This is an optimization exercise on Yosys and OpenROAD, whose aim is small area and a short achievable clock period, not a production implementation. RTL that was checked went through simulation tests only; none was proved equivalent to the original. Power and IR drop assume default switching activity.

==> flow/design.v <==
module byte_fifo
  (
   input              clk,
   input              rst_n,
   input              sync_rst,
   input              input_data_valid,
   input  [4:0]       num_bytes_taken_from_fifo,
   input  [127:0]     input_data,
   input  [4:0]       num_bytes_in,
   output             data_valid,
   output reg [5:0]   num_bytes,
   output [127:0]     data
   );
   reg [3:0]   rp;       
   reg [3:0]   wp;       
   reg [3:0]   rp_lo;    
   reg [3:0]   rp_hi;    
   reg [3:0]   wp_lo;    
   reg [3:0]   wp_hi;    
   reg [127:0] mem_a;    
   reg [127:0] mem_b;    
   wire [4:0] t   = num_bytes_taken_from_fifo;
   wire [4:0] nin = input_data_valid ? num_bytes_in : 5'd0;
   wire [6:0] left = {1'b0, num_bytes} - {2'b00, t};
   assign data_valid = (t != 5'd0) && !left[6];
   wire [5:0] cnt_keep = num_bytes + {1'b0, nin};
   wire [5:0] cnt_take = num_bytes + {1'b0, nin} - {1'b0, t};
   wire [4:0] rp_take  = {1'b0, rp} + t;    
   wire [3:0] rp_nxt = sync_rst ? 4'd0 : data_valid ? rp_take[3:0] : rp;
   wire [3:0] wp_nxt = sync_rst ? 4'd0 : wp + nin[3:0];
   function [3:0] onecold2;
      input [1:0] v;
      onecold2 = ~(4'b0001 << v);
   endfunction
   always @(posedge clk or negedge rst_n)
     if (~rst_n) begin
        num_bytes <= 6'd0;
        rp        <= 4'd0;
        wp        <= 4'd0;
        rp_lo     <= 4'b1110;
        rp_hi     <= 4'b1110;
        wp_lo     <= 4'b1110;
        wp_hi     <= 4'b1110;
     end else begin
        num_bytes <= sync_rst ? 6'd0 : data_valid ? cnt_take : cnt_keep;
        rp        <= rp_nxt;
        wp        <= wp_nxt;
        rp_lo     <= onecold2(rp_nxt[1:0]);
        rp_hi     <= onecold2(rp_nxt[3:2]);
        wp_lo     <= onecold2(wp_nxt[1:0]);
        wp_hi     <= onecold2(wp_nxt[3:2]);
     end
   wire [15:0] ge_rp, lt_wp, lt_re;
   genvar g, l, i;
   generate
      for (l = 0; l < 16; l = l + 1) begin : g_therm
         assign ge_rp[l] = (rp <= l);
         assign lt_wp[l] = (wp > l);
         assign lt_re[l] = (rp_take[3:0] > l);
      end
   endgenerate
   wire        wrap_w = (wp < rp);
   wire [15:0] extra  = wrap_w ? (ge_rp | lt_wp) : (ge_rp & lt_wp);
   wire [15:0] rd_int = rp_take[4] ? (ge_rp | lt_re) : (ge_rp & lt_re);
   wire [127:0] wr1, wr2;
   generate
      for (l = 0; l < 16; l = l + 1) begin : g_wrot
         wire [7:0] s1 [0:3];
         wire [7:0] s2 [0:3];
         for (i = 0; i < 4; i = i + 1) begin : g_way
            assign s1[i] = input_data[8*((l - i + 16) % 16) +: 8] | {8{wp_lo[i]}};
            assign s2[i] = wr1[8*((l - 4*i + 16) % 16) +: 8] | {8{wp_hi[i]}};
         end
         assign wr1[8*l +: 8] = s1[0] & s1[1] & s1[2] & s1[3];
         assign wr2[8*l +: 8] = s2[0] & s2[1] & s2[2] & s2[3];
      end
   endgenerate
   wire ge16 = num_bytes[5] | num_bytes[4];
   generate
      for (l = 0; l < 16; l = l + 1) begin : g_lane
         wire       empty = ~ge16 & ~extra[l];
         wire       full  = num_bytes[5] | (num_bytes[4] & extra[l]);
         wire       load  = data_valid & rd_int[l] | empty;
         wire [7:0] din   = wr2[8*l +: 8];
         always @(posedge clk) begin
            mem_a[8*l +: 8] <= (din & {8{load & ~full}})
                             | (mem_b[8*l +: 8] & {8{load & full}})
                             | (mem_a[8*l +: 8] & {8{~load}});
            if (load | ~full) mem_b[8*l +: 8] <= din;
         end
      end
   endgenerate
   wire [127:0] rd1, rd2;
   generate
      for (l = 0; l < 16; l = l + 1) begin : g_rrot
         wire [7:0] s1 [0:3];
         wire [7:0] s2 [0:3];
         for (i = 0; i < 4; i = i + 1) begin : g_way
            assign s1[i] = mem_a[8*((l + i) % 16) +: 8] | {8{rp_lo[i]}};
            assign s2[i] = rd1[8*((l + 4*i) % 16) +: 8] | {8{rp_hi[i]}};
         end
         assign rd1[8*l +: 8] = s1[0] & s1[1] & s1[2] & s1[3];
         assign rd2[8*l +: 8] = s2[0] & s2[1] & s2[2] & s2[3];
      end
   endgenerate
   assign data = rd2;
endmodule
export LEC_CHECK = 0
export CAP_MARGIN = 20
export CORE_MARGIN = 2
export CORE_UTILIZATION = 30
export SETUP_SLACK_MARGIN = 2
export SLEW_MARGIN = 20
create_clock -name core_clock -period 5.5 [get_ports {clk}]
run.sh (not shown) runs the stock make flow with config.mk's settings and CLKGATE_MAP_FILE= SYNTH_SCRIPT=/design/flow/synth_recipe.tcl, a recipe that flattens the netlist after the stock synthesis.
Rerun with:
--- a/flow/design.v
+++ b/flow/design.v
@@ -25,33 +25,33 @@
    assign data_valid = (t != 5'd0) && !left[6];
    wire [5:0] cnt_keep = num_bytes + {1'b0, nin};
    wire [5:0] cnt_take = num_bytes + {1'b0, nin} - {1'b0, t};
    wire [4:0] rp_take  = {1'b0, rp} + t;    
    wire [3:0] rp_nxt = sync_rst ? 4'd0 : data_valid ? rp_take[3:0] : rp;
    wire [3:0] wp_nxt = sync_rst ? 4'd0 : wp + nin[3:0];
-   function [3:0] onecold2;
+   function [3:0] onehot2;
       input [1:0] v;
-      onecold2 = ~(4'b0001 << v);
+      onehot2 = 4'b0001 << v;
    endfunction
    always @(posedge clk or negedge rst_n)
      if (~rst_n) begin
         num_bytes <= 6'd0;
         rp        <= 4'd0;
         wp        <= 4'd0;
-        rp_lo     <= 4'b1110;
-        rp_hi     <= 4'b1110;
-        wp_lo     <= 4'b1110;
-        wp_hi     <= 4'b1110;
+        rp_lo     <= 4'b0001;
+        rp_hi     <= 4'b0001;
+        wp_lo     <= 4'b0001;
+        wp_hi     <= 4'b0001;
      end else begin
         num_bytes <= sync_rst ? 6'd0 : data_valid ? cnt_take : cnt_keep;
         rp        <= rp_nxt;
         wp        <= wp_nxt;
-        rp_lo     <= onecold2(rp_nxt[1:0]);
-        rp_hi     <= onecold2(rp_nxt[3:2]);
-        wp_lo     <= onecold2(wp_nxt[1:0]);
-        wp_hi     <= onecold2(wp_nxt[3:2]);
+        rp_lo     <= onehot2(rp_nxt[1:0]);
+        rp_hi     <= onehot2(rp_nxt[3:2]);
+        wp_lo     <= onehot2(wp_nxt[1:0]);
+        wp_hi     <= onehot2(wp_nxt[3:2]);
      end
    wire [15:0] ge_rp, lt_wp, lt_re;
    genvar g, l, i;
    generate
       for (l = 0; l < 16; l = l + 1) begin : g_therm
          assign ge_rp[l] = (rp <= l);
@@ -65,17 +65,17 @@
    wire [127:0] wr1, wr2;
    generate
       for (l = 0; l < 16; l = l + 1) begin : g_wrot
          wire [7:0] s1 [0:3];
          wire [7:0] s2 [0:3];
          for (i = 0; i < 4; i = i + 1) begin : g_way
-            assign s1[i] = input_data[8*((l - i + 16) % 16) +: 8] | {8{wp_lo[i]}};
-            assign s2[i] = wr1[8*((l - 4*i + 16) % 16) +: 8] | {8{wp_hi[i]}};
+            assign s1[i] = input_data[8*((l - i + 16) % 16) +: 8] & {8{wp_lo[i]}};
+            assign s2[i] = wr1[8*((l - 4*i + 16) % 16) +: 8] & {8{wp_hi[i]}};
          end
-         assign wr1[8*l +: 8] = s1[0] & s1[1] & s1[2] & s1[3];
-         assign wr2[8*l +: 8] = s2[0] & s2[1] & s2[2] & s2[3];
+         assign wr1[8*l +: 8] = s1[0] | s1[1] | s1[2] | s1[3];
+         assign wr2[8*l +: 8] = s2[0] | s2[1] | s2[2] | s2[3];
       end
    endgenerate
    wire ge16 = num_bytes[5] | num_bytes[4];
    generate
       for (l = 0; l < 16; l = l + 1) begin : g_lane
          wire       empty = ~ge16 & ~extra[l];
@@ -93,15 +93,15 @@
    wire [127:0] rd1, rd2;
    generate
       for (l = 0; l < 16; l = l + 1) begin : g_rrot
          wire [7:0] s1 [0:3];
          wire [7:0] s2 [0:3];
          for (i = 0; i < 4; i = i + 1) begin : g_way
-            assign s1[i] = mem_a[8*((l + i) % 16) +: 8] | {8{rp_lo[i]}};
-            assign s2[i] = rd1[8*((l + 4*i) % 16) +: 8] | {8{rp_hi[i]}};
+            assign s1[i] = mem_a[8*((l + i) % 16) +: 8] & {8{rp_lo[i]}};
+            assign s2[i] = rd1[8*((l + 4*i) % 16) +: 8] & {8{rp_hi[i]}};
          end
-         assign rd1[8*l +: 8] = s1[0] & s1[1] & s1[2] & s1[3];
-         assign rd2[8*l +: 8] = s2[0] & s2[1] & s2[2] & s2[3];
+         assign rd1[8*l +: 8] = s1[0] | s1[1] | s1[2] | s1[3];
+         assign rd2[8*l +: 8] = s2[0] | s2[1] | s2[2] | s2[3];
       end
    endgenerate
    assign data = rd2;
 endmodule
Outcome: The changed run completed without violations. Maximum frequency grows by 12%. Die area goes up by 12%. First-iteration DRC count came out lower by 28%. Clock skew went up by 9.0 ps. Routed wire length came out lower by 1.7%. Combinational power fell by about 20%. Setup slack improved by 410 ps. Cell count went up by 1.7%. Area after synthesis is higher by 12%. Worst hold slack is better by 40 ps.
Only the layout flow was run in the first run of this note; the RTL was not checked for function there.

========
== lane 5 ==
Another version of the RTL of byte_fifo (not shown whole).
For scale: ~3000 cells after synthesis, roughly 290 flip-flops.
==> module byte_fifo, before the edit <==
module byte_fifo
  (
   input              clk,
   input              rst_n,
   input              sync_rst,
   input              input_data_valid,
   input  [4:0]       num_bytes_taken_from_fifo,
   input  [127:0]     input_data,
   input  [4:0]       num_bytes_in,
   output             data_valid,
   output reg [5:0]   num_bytes,
   output [127:0]     data
   );
   reg [3:0]   rp;       
   reg [3:0]   wp;       
   reg [3:0]   rp_lo;    
   reg [3:0]   rp_hi;    
   reg [3:0]   wp_lo;    
   reg [3:0]   wp_hi;    
   reg [127:0] mem_a;    
   reg [127:0] mem_b;    
   wire [4:0] t   = num_bytes_taken_from_fifo;
   wire [4:0] nin = input_data_valid ? num_bytes_in : 5'd0;
   wire [6:0] left = {1'b0, num_bytes} - {2'b00, t};
   assign data_valid = (t != 5'd0) && !left[6];
   wire [5:0] cnt_keep = num_bytes + {1'b0, nin};
   wire [5:0] cnt_take = num_bytes + {1'b0, nin} - {1'b0, t};
   wire [4:0] rp_take  = {1'b0, rp} + t;    
   wire [3:0] rp_nxt = sync_rst ? 4'd0 : data_valid ? rp_take[3:0] : rp;
   wire [3:0] wp_nxt = sync_rst ? 4'd0 : wp + nin[3:0];
   function [3:0] onehot2;
      input [1:0] v;
      onehot2 = 4'b0001 << v;
   endfunction
   always @(posedge clk or negedge rst_n)
     if (~rst_n) begin
        num_bytes <= 6'd0;
        rp        <= 4'd0;
        wp        <= 4'd0;
        rp_lo     <= 4'b0001;
        rp_hi     <= 4'b0001;
        wp_lo     <= 4'b0001;
        wp_hi     <= 4'b0001;
     end else begin
        num_bytes <= sync_rst ? 6'd0 : data_valid ? cnt_take : cnt_keep;
        rp        <= rp_nxt;
        wp        <= wp_nxt;
        rp_lo     <= onehot2(rp_nxt[1:0]);
        rp_hi     <= onehot2(rp_nxt[3:2]);
        wp_lo     <= onehot2(wp_nxt[1:0]);
        wp_hi     <= onehot2(wp_nxt[3:2]);
     end
   wire [15:0] ge_rp, lt_wp, lt_t;
   genvar g, l, i;
   generate
      for (l = 0; l < 16; l = l + 1) begin : g_therm
         assign ge_rp[l] = (rp <= l);
         assign lt_wp[l] = (wp > l);
         assign lt_t[l]  = (t > l);
      end
   endgenerate
   wire        wrap_w = (wp < rp);
   wire [15:0] extra  = wrap_w ? (ge_rp | lt_wp) : (ge_rp & lt_wp);
   wire [15:0] rd_q, rd_int;
   generate
      for (l = 0; l < 16; l = l + 1) begin : g_rdrot
         wire [3:0] s1, s2;
         for (i = 0; i < 4; i = i + 1) begin : g_way
            assign s1[i] = lt_t[(l - i + 16) % 16] & rp_lo[i];
            assign s2[i] = rd_q[(l - 4*i + 16) % 16] & rp_hi[i];
         end
         assign rd_q[l]   = |s1;
         assign rd_int[l] = |s2;
      end
   endgenerate
   wire [127:0] wr1, wr2;
   generate
      for (l = 0; l < 16; l = l + 1) begin : g_wrot
         wire [7:0] s1 [0:3];
         wire [7:0] s2 [0:3];
         for (i = 0; i < 4; i = i + 1) begin : g_way
            assign s1[i] = input_data[8*((l - i + 16) % 16) +: 8] & {8{wp_lo[i]}};
            assign s2[i] = wr1[8*((l - 4*i + 16) % 16) +: 8] & {8{wp_hi[i]}};
         end
         assign wr1[8*l +: 8] = s1[0] | s1[1] | s1[2] | s1[3];
         assign wr2[8*l +: 8] = s2[0] | s2[1] | s2[2] | s2[3];
      end
   endgenerate
   wire ge16 = num_bytes[5] | num_bytes[4];
   generate
      for (l = 0; l < 16; l = l + 1) begin : g_lane
         wire       empty = ~ge16 & ~extra[l];
         wire       full  = num_bytes[5] | (num_bytes[4] & extra[l]);
         wire       load  = data_valid & rd_int[l] | empty;
         wire [7:0] din   = wr2[8*l +: 8];
         always @(posedge clk) begin
            mem_a[8*l +: 8] <= (din & {8{load & ~full}})
                             | (mem_b[8*l +: 8] & {8{load & full}})
                             | (mem_a[8*l +: 8] & {8{~load}});
            if (load | ~full) mem_b[8*l +: 8] <= din;
         end
      end
   endgenerate
   wire [127:0] rd1, rd2;
   generate
      for (l = 0; l < 16; l = l + 1) begin : g_rrot
         wire [7:0] s1 [0:3];
         wire [7:0] s2 [0:3];
         for (i = 0; i < 4; i = i + 1) begin : g_way
            assign s1[i] = mem_a[8*((l + i) % 16) +: 8] & {8{rp_lo[i]}};
            assign s2[i] = rd1[8*((l + 4*i) % 16) +: 8] & {8{rp_hi[i]}};
         end
         assign rd1[8*l +: 8] = s1[0] | s1[1] | s1[2] | s1[3];
         assign rd2[8*l +: 8] = s2[0] | s2[1] | s2[2] | s2[3];
      end
   endgenerate
   assign data = rd2;
endmodule
clock: 5.5 ns
lec_check: 0
cap_margin: 20
core_margin: 2
core_utilization: 30
setup_slack_margin: 2
slew_margin: 20
standard.sh (not shown) runs the stock make flow with config.mk's settings and CLKGATE_MAP_FILE= SYNTH_SCRIPT=/design/flow/synth_recipe.tcl, a recipe that flattens the netlist after the stock synthesis.
==> flow/flow/run.sh <==
#!/bin/bash
# Standard layout, with plain buf_1 cells as the port buffers.
set -euo pipefail
bash standard.sh "BUFFER_PORTS_ARGS=-buffer_cell sky130_fd_sc_hd__buf_1" finish > standard.log 2>&1
The inputs of lane 3 differ from those of lane 5 as listed below.
-- flow/design.v --
<<< lane 5, line 38
        rp        <= 4'd0;
        wp        <= 4'd0;
        rp_lo     <= 4'b0001;
        rp_hi     <= 4'b0001;
        wp_lo     <= 4'b0001;
        wp_hi     <= 4'b0001;
>>> lane 3, line 38
        rp        <= 4'd0;
        wp        <= 4'd0;
        rp_lo     <= 4'b0000;    
        rp_hi     <= 4'b0000;
        wp_lo     <= 4'b0001;
        wp_hi     <= 4'b0001;
## What came out
- On lane 3: clock period minus final worst setup slack is 110 ps higher than what lane 5 gave.
- [lane 3 vs lane 5] post-route clock period utilization: higher in lane 3
- Lane 3 and lane 5 ended up with nearly the same switching power.
- Mean cell area of the mapped netlist across lane 3 and lane 5: no real change.
- Across both runs, cell count was higher for lane 3 than for lane 5.
- Of lane 3 and lane 5, the higher clock group total power belongs to lane 5.
- Total wire length after detailed routing, lane 3 vs lane 5: down by a few percent
- Fill cell instance count of the final layout ends up lower on lane 5.
- Highest fanout seen on the critical path is higher on lane 5
- Taking lane 5 as the reference, in lane 3 cell area closely matched the old numbers; cell count after placement closely matched the old numbers.
- Re via count of the first global-routing pass: lane 3 and lane 5 aren't equal, and the lower value belongs to lane 3.
- Sequential share of layout area of lane 5 is on par with lane 3.
- Compared to lane 5, lane 3 has non-clock buffer count 14 higher.
Function was not checked in any run of this note: the RTL went through the layout flow alone.

========
Setup of wip/delta:
RTL: one of the versions met above, not the one the previous note started from.
For scale: about 3000 cells after synthesis, ~280 I/O pins, roughly 0.024 mm² of cells after synthesis.
==> module byte_fifo, before the edit <==
module byte_fifo
  (
   input              clk,
   input              rst_n,
   input              sync_rst,
   input              input_data_valid,
   input  [4:0]       num_bytes_taken_from_fifo,
   input  [127:0]     input_data,
   input  [4:0]       num_bytes_in,
   output             data_valid,
   output reg [5:0]   num_bytes,
   output [127:0]     data
   );
   reg [3:0]   rp;       
   reg [3:0]   wp;       
   reg [3:0]   rp_lo;    
   reg [3:0]   rp_hi;    
   reg [3:0]   wp_lo;    
   reg [3:0]   wp_hi;    
   reg [127:0] mem_a;    
   reg [127:0] mem_b;    
   wire [4:0] t   = num_bytes_taken_from_fifo;
   wire [4:0] nin = input_data_valid ? num_bytes_in : 5'd0;
   wire [6:0] left = {1'b0, num_bytes} - {2'b00, t};
   assign data_valid = (t != 5'd0) && !left[6];
   wire [5:0] cnt_keep = num_bytes + {1'b0, nin};
   wire [5:0] cnt_take = num_bytes + {1'b0, nin} - {1'b0, t};
   wire [4:0] rp_take  = {1'b0, rp} + t;    
   wire [3:0] rp_nxt = sync_rst ? 4'd0 : data_valid ? rp_take[3:0] : rp;
   wire [3:0] wp_nxt = sync_rst ? 4'd0 : wp + nin[3:0];
   function [3:0] onehot2;
      input [1:0] v;
      onehot2 = 4'b0001 << v;
   endfunction
   always @(posedge clk or negedge rst_n)
     if (~rst_n) begin
        num_bytes <= 6'd0;
        rp        <= 4'd0;
        wp        <= 4'd0;
        rp_lo     <= 4'b0001;
        rp_hi     <= 4'b0001;
        wp_lo     <= 4'b0001;
        wp_hi     <= 4'b0001;
     end else begin
        num_bytes <= sync_rst ? 6'd0 : data_valid ? cnt_take : cnt_keep;
        rp        <= rp_nxt;
        wp        <= wp_nxt;
        rp_lo     <= onehot2(rp_nxt[1:0]);
        rp_hi     <= onehot2(rp_nxt[3:2]);
        wp_lo     <= onehot2(wp_nxt[1:0]);
        wp_hi     <= onehot2(wp_nxt[3:2]);
     end
   wire [15:0] ge_rp, lt_wp, lt_re;
   genvar g, l, i;
   generate
      for (l = 0; l < 16; l = l + 1) begin : g_therm
         assign ge_rp[l] = (rp <= l);
         assign lt_wp[l] = (wp > l);
         assign lt_re[l] = (rp_take[3:0] > l);
      end
   endgenerate
   wire        wrap_w = (wp < rp);
   wire [15:0] extra  = wrap_w ? (ge_rp | lt_wp) : (ge_rp & lt_wp);
   wire [15:0] rd_int = rp_take[4] ? (ge_rp | lt_re) : (ge_rp & lt_re);
   wire [127:0] wr1, wr2;
   generate
      for (l = 0; l < 16; l = l + 1) begin : g_wrot
         wire [7:0] s1 [0:3];
         wire [7:0] s2 [0:3];
         for (i = 0; i < 4; i = i + 1) begin : g_way
            assign s1[i] = input_data[8*((l - i + 16) % 16) +: 8] & {8{wp_lo[i]}};
            assign s2[i] = wr1[8*((l - 4*i + 16) % 16) +: 8] & {8{wp_hi[i]}};
         end
         assign wr1[8*l +: 8] = s1[0] | s1[1] | s1[2] | s1[3];
         assign wr2[8*l +: 8] = s2[0] | s2[1] | s2[2] | s2[3];
      end
   endgenerate
   wire ge16 = num_bytes[5] | num_bytes[4];
   generate
      for (l = 0; l < 16; l = l + 1) begin : g_lane
         wire       empty = ~ge16 & ~extra[l];
         wire       full  = num_bytes[5] | (num_bytes[4] & extra[l]);
         wire       load  = data_valid & rd_int[l] | empty;
         wire [7:0] din   = wr2[8*l +: 8];
         always @(posedge clk) begin
            mem_a[8*l +: 8] <= (din & {8{load & ~full}})
                             | (mem_b[8*l +: 8] & {8{load & full}})
                             | (mem_a[8*l +: 8] & {8{~load}});
            if (load | ~full) mem_b[8*l +: 8] <= din;
         end
      end
   endgenerate
   wire [127:0] rd1, rd2;
   generate
      for (l = 0; l < 16; l = l + 1) begin : g_rrot
         wire [7:0] s1 [0:3];
         wire [7:0] s2 [0:3];
         for (i = 0; i < 4; i = i + 1) begin : g_way
            assign s1[i] = mem_a[8*((l + i) % 16) +: 8] & {8{rp_lo[i]}};
            assign s2[i] = rd1[8*((l + 4*i) % 16) +: 8] & {8{rp_hi[i]}};
         end
         assign rd1[8*l +: 8] = s1[0] | s1[1] | s1[2] | s1[3];
         assign rd2[8*l +: 8] = s2[0] | s2[1] | s2[2] | s2[3];
      end
   endgenerate
   assign data = rd2;
endmodule
==> flow/config.mk <==
export PLATFORM = sky130hd
export DESIGN_NAME = byte_fifo
export DESIGN_NICKNAME = byte_fifo
export VERILOG_FILES = /design/flow/design.v
export SDC_FILE = /design/flow/constraint.sdc
export NUM_CORES = 4
export LEC_CHECK = 0
export CAP_MARGIN = 20
export CORE_MARGIN = 2
export CORE_UTILIZATION = 30
export SETUP_SLACK_MARGIN = 2
export SLEW_MARGIN = 20
==> flow/constraint.sdc <==
create_clock -name core_clock -period 5.5 [get_ports {clk}]
set_input_delay 1.1000 -clock core_clock [delete_from_list [all_inputs] [get_ports {clk}]]
set_output_delay 1.1000 -clock core_clock [all_outputs]
set_load 0.01 [all_outputs]
Scripts as last shown in full above: flow/flow/run.sh
Edits applied to the flow inputs when going from wip/delta to wip/yarrow:
--- a/flow/design.v
+++ b/flow/design.v
@@ -22,49 +22,82 @@
    wire [4:0] t   = num_bytes_taken_from_fifo;
    wire [4:0] nin = input_data_valid ? num_bytes_in : 5'd0;
    wire [6:0] left = {1'b0, num_bytes} - {2'b00, t};
    assign data_valid = (t != 5'd0) && !left[6];
    wire [5:0] cnt_keep = num_bytes + {1'b0, nin};
    wire [5:0] cnt_take = num_bytes + {1'b0, nin} - {1'b0, t};
-   wire [4:0] rp_take  = {1'b0, rp} + t;    
+   wire [4:0] rp_take  = {1'b0, rp} + t;
    wire [3:0] rp_nxt = sync_rst ? 4'd0 : data_valid ? rp_take[3:0] : rp;
    wire [3:0] wp_nxt = sync_rst ? 4'd0 : wp + nin[3:0];
    function [3:0] onehot2;
       input [1:0] v;
       onehot2 = 4'b0001 << v;
    endfunction
    always @(posedge clk or negedge rst_n)
      if (~rst_n) begin
         num_bytes <= 6'd0;
         rp        <= 4'd0;
         wp        <= 4'd0;
-        rp_lo     <= 4'b0001;
-        rp_hi     <= 4'b0001;
+        rp_lo     <= 4'b0000;    
+        rp_hi     <= 4'b0000;
         wp_lo     <= 4'b0001;
         wp_hi     <= 4'b0001;
      end else begin
         num_bytes <= sync_rst ? 6'd0 : data_valid ? cnt_take : cnt_keep;
         rp        <= rp_nxt;
         wp        <= wp_nxt;
         rp_lo     <= onehot2(rp_nxt[1:0]);
         rp_hi     <= onehot2(rp_nxt[3:2]);
         wp_lo     <= onehot2(wp_nxt[1:0]);
         wp_hi     <= onehot2(wp_nxt[3:2]);
      end
-   wire [15:0] ge_rp, lt_wp, lt_re;
+   wire [15:0] lt_t, lt_nin;
    genvar g, l, i;
    generate
       for (l = 0; l < 16; l = l + 1) begin : g_therm
-         assign ge_rp[l] = (rp <= l);
-         assign lt_wp[l] = (wp > l);
-         assign lt_re[l] = (rp_take[3:0] > l);
+         assign lt_t[l]   = (t > l);
+         assign lt_nin[l] = (nin > l);
       end
    endgenerate
-   wire        wrap_w = (wp < rp);
-   wire [15:0] extra  = wrap_w ? (ge_rp | lt_wp) : (ge_rp & lt_wp);
-   wire [15:0] rd_int = rp_take[4] ? (ge_rp | lt_re) : (ge_rp & lt_re);
+   wire [15:0] rd_q, rd_int;
+   generate
+      for (l = 0; l < 16; l = l + 1) begin : g_rdrot
+         wire [3:0] s1, s2;
+         for (i = 0; i < 4; i = i + 1) begin : g_way
+            assign s1[i] = lt_t[(l - i + 16) % 16] & rp_lo[i];
+            assign s2[i] = rd_q[(l - 4*i + 16) % 16] & rp_hi[i];
+         end
+         assign rd_q[l]   = |s1;
+         assign rd_int[l] = |s2;
+      end
+   endgenerate
+   wire [15:0] wr_q, wr_int;
+   generate
+      for (l = 0; l < 16; l = l + 1) begin : g_wrlane
+         wire [3:0] s1, s2;
+         for (i = 0; i < 4; i = i + 1) begin : g_way
+            assign s1[i] = lt_nin[(l - i + 16) % 16] & wp_lo[i];
+            assign s2[i] = wr_q[(l - 4*i + 16) % 16] & wp_hi[i];
+         end
+         assign wr_q[l]   = |s1;
+         assign wr_int[l] = |s2;
+      end
+   endgenerate
+   reg [15:0] lane_ne, lane_fu;
+   wire [15:0] rd = {16{data_valid}} & rd_int;
+   always @(posedge clk or negedge rst_n)
+     if (~rst_n) begin
+        lane_ne <= 16'd0;
+        lane_fu <= 16'd0;
+     end else if (sync_rst) begin
+        lane_ne <= 16'd0;
+        lane_fu <= 16'd0;
+     end else begin
+        lane_ne <= lane_fu | (lane_ne & ~rd) | wr_int;
+        lane_fu <= (lane_fu & (~rd | wr_int)) | (lane_ne & ~lane_fu & ~rd & wr_int);
+     end
    wire [127:0] wr1, wr2;
    generate
       for (l = 0; l < 16; l = l + 1) begin : g_wrot
          wire [7:0] s1 [0:3];
          wire [7:0] s2 [0:3];
          for (i = 0; i < 4; i = i + 1) begin : g_way
@@ -72,18 +105,16 @@
             assign s2[i] = wr1[8*((l - 4*i + 16) % 16) +: 8] & {8{wp_hi[i]}};
          end
          assign wr1[8*l +: 8] = s1[0] | s1[1] | s1[2] | s1[3];
          assign wr2[8*l +: 8] = s2[0] | s2[1] | s2[2] | s2[3];
       end
    endgenerate
-   wire ge16 = num_bytes[5] | num_bytes[4];
    generate
       for (l = 0; l < 16; l = l + 1) begin : g_lane
-         wire       empty = ~ge16 & ~extra[l];
-         wire       full  = num_bytes[5] | (num_bytes[4] & extra[l]);
-         wire       load  = data_valid & rd_int[l] | empty;
+         wire       full  = lane_fu[l];
+         wire       load  = rd[l] | ~lane_ne[l];
          wire [7:0] din   = wr2[8*l +: 8];
          always @(posedge clk) begin
             mem_a[8*l +: 8] <= (din & {8{load & ~full}})
                              | (mem_b[8*l +: 8] & {8{load & full}})
                              | (mem_a[8*l +: 8] & {8{~load}});
             if (load | ~full) mem_b[8*l +: 8] <= din;
--- outcome ---
wip/delta has a higher count of clock-buffer cells in the layout than wip/yarrow. wip/yarrow improves on wip/delta in placed wire-length estimate. Compared with wip/delta, wip/yarrow ends up with more cell area. NOTE: first-iteration DRC count in wip/yarrow exceeds that of wip/delta. ~same clock latency on the worst-skew pair in wip/yarrow and wip/delta. Going from wip/delta to wip/yarrow, the die area was enlarged. Min buffer share of cell area across wip/yarrow and wip/delta: wip/yarrow. Of wip/yarrow and wip/delta, the run reporting the lower amount of wire on met2 after detailed routing was wip/delta. Of wip/yarrow and wip/delta, the run reporting the lower post-synthesis cell type count was wip/yarrow.
No functional check of the RTL was part of wip/yarrow.

afterwards: timing with drivers on the ports:
In the flow no input, the clock included, has a driving cell. The finished layouts below were timed again as built, in two steps.
Step 1: set_driving_cell puts a clkbuf_16 on clk and a buf_2 on each other input, an assumption about the parent block.
Step 2 adds t to the input delays and takes it off the output delays; t is the mean of the earliest and latest rising clock arrival at the registers after step 1. Input paths then give back, and output paths get back, about the clock's delay inside the block.
Three values: no drivers, after step 1, after step 2; two values: the first two.
run | t, ns | setup slack, ns | worst register clock-pin slew, ns | worst slew at a driven data input, ns | cell pins on the clock port's net
the first run of note 1 | 0.615 | 1.508 / 1.449 / 1.418 | 0.07 / 0.07 | 0.07 | 1
the second run of note 1 | 0.626 | 1.920 / 1.859 / 1.537 | 0.07 / 0.07 | 0.07 | 1
lane 5 | 0.631 | 2.020 / 1.985 / 1.506 | 0.07 / 0.07 | 0.09 | 1
lane 3 | 0.641 | 1.909 / 1.876 / 1.510 | 0.07 / 0.07 | 0.09 | 1
wip/delta | 0.639 | 2.007 / 1.950 / 1.479 | 0.07 / 0.07 | 0.08 | 1
wip/yarrow | 0.649 | 2.029 / 1.972 / 1.467 | 0.07 / 0.07 | 0.09 | 1
After both steps every run listed still meets setup and hold. The setup slack of wip/yarrow, which loses most, moves by -0.057 ns with the drivers and by -0.562 ns with both steps.
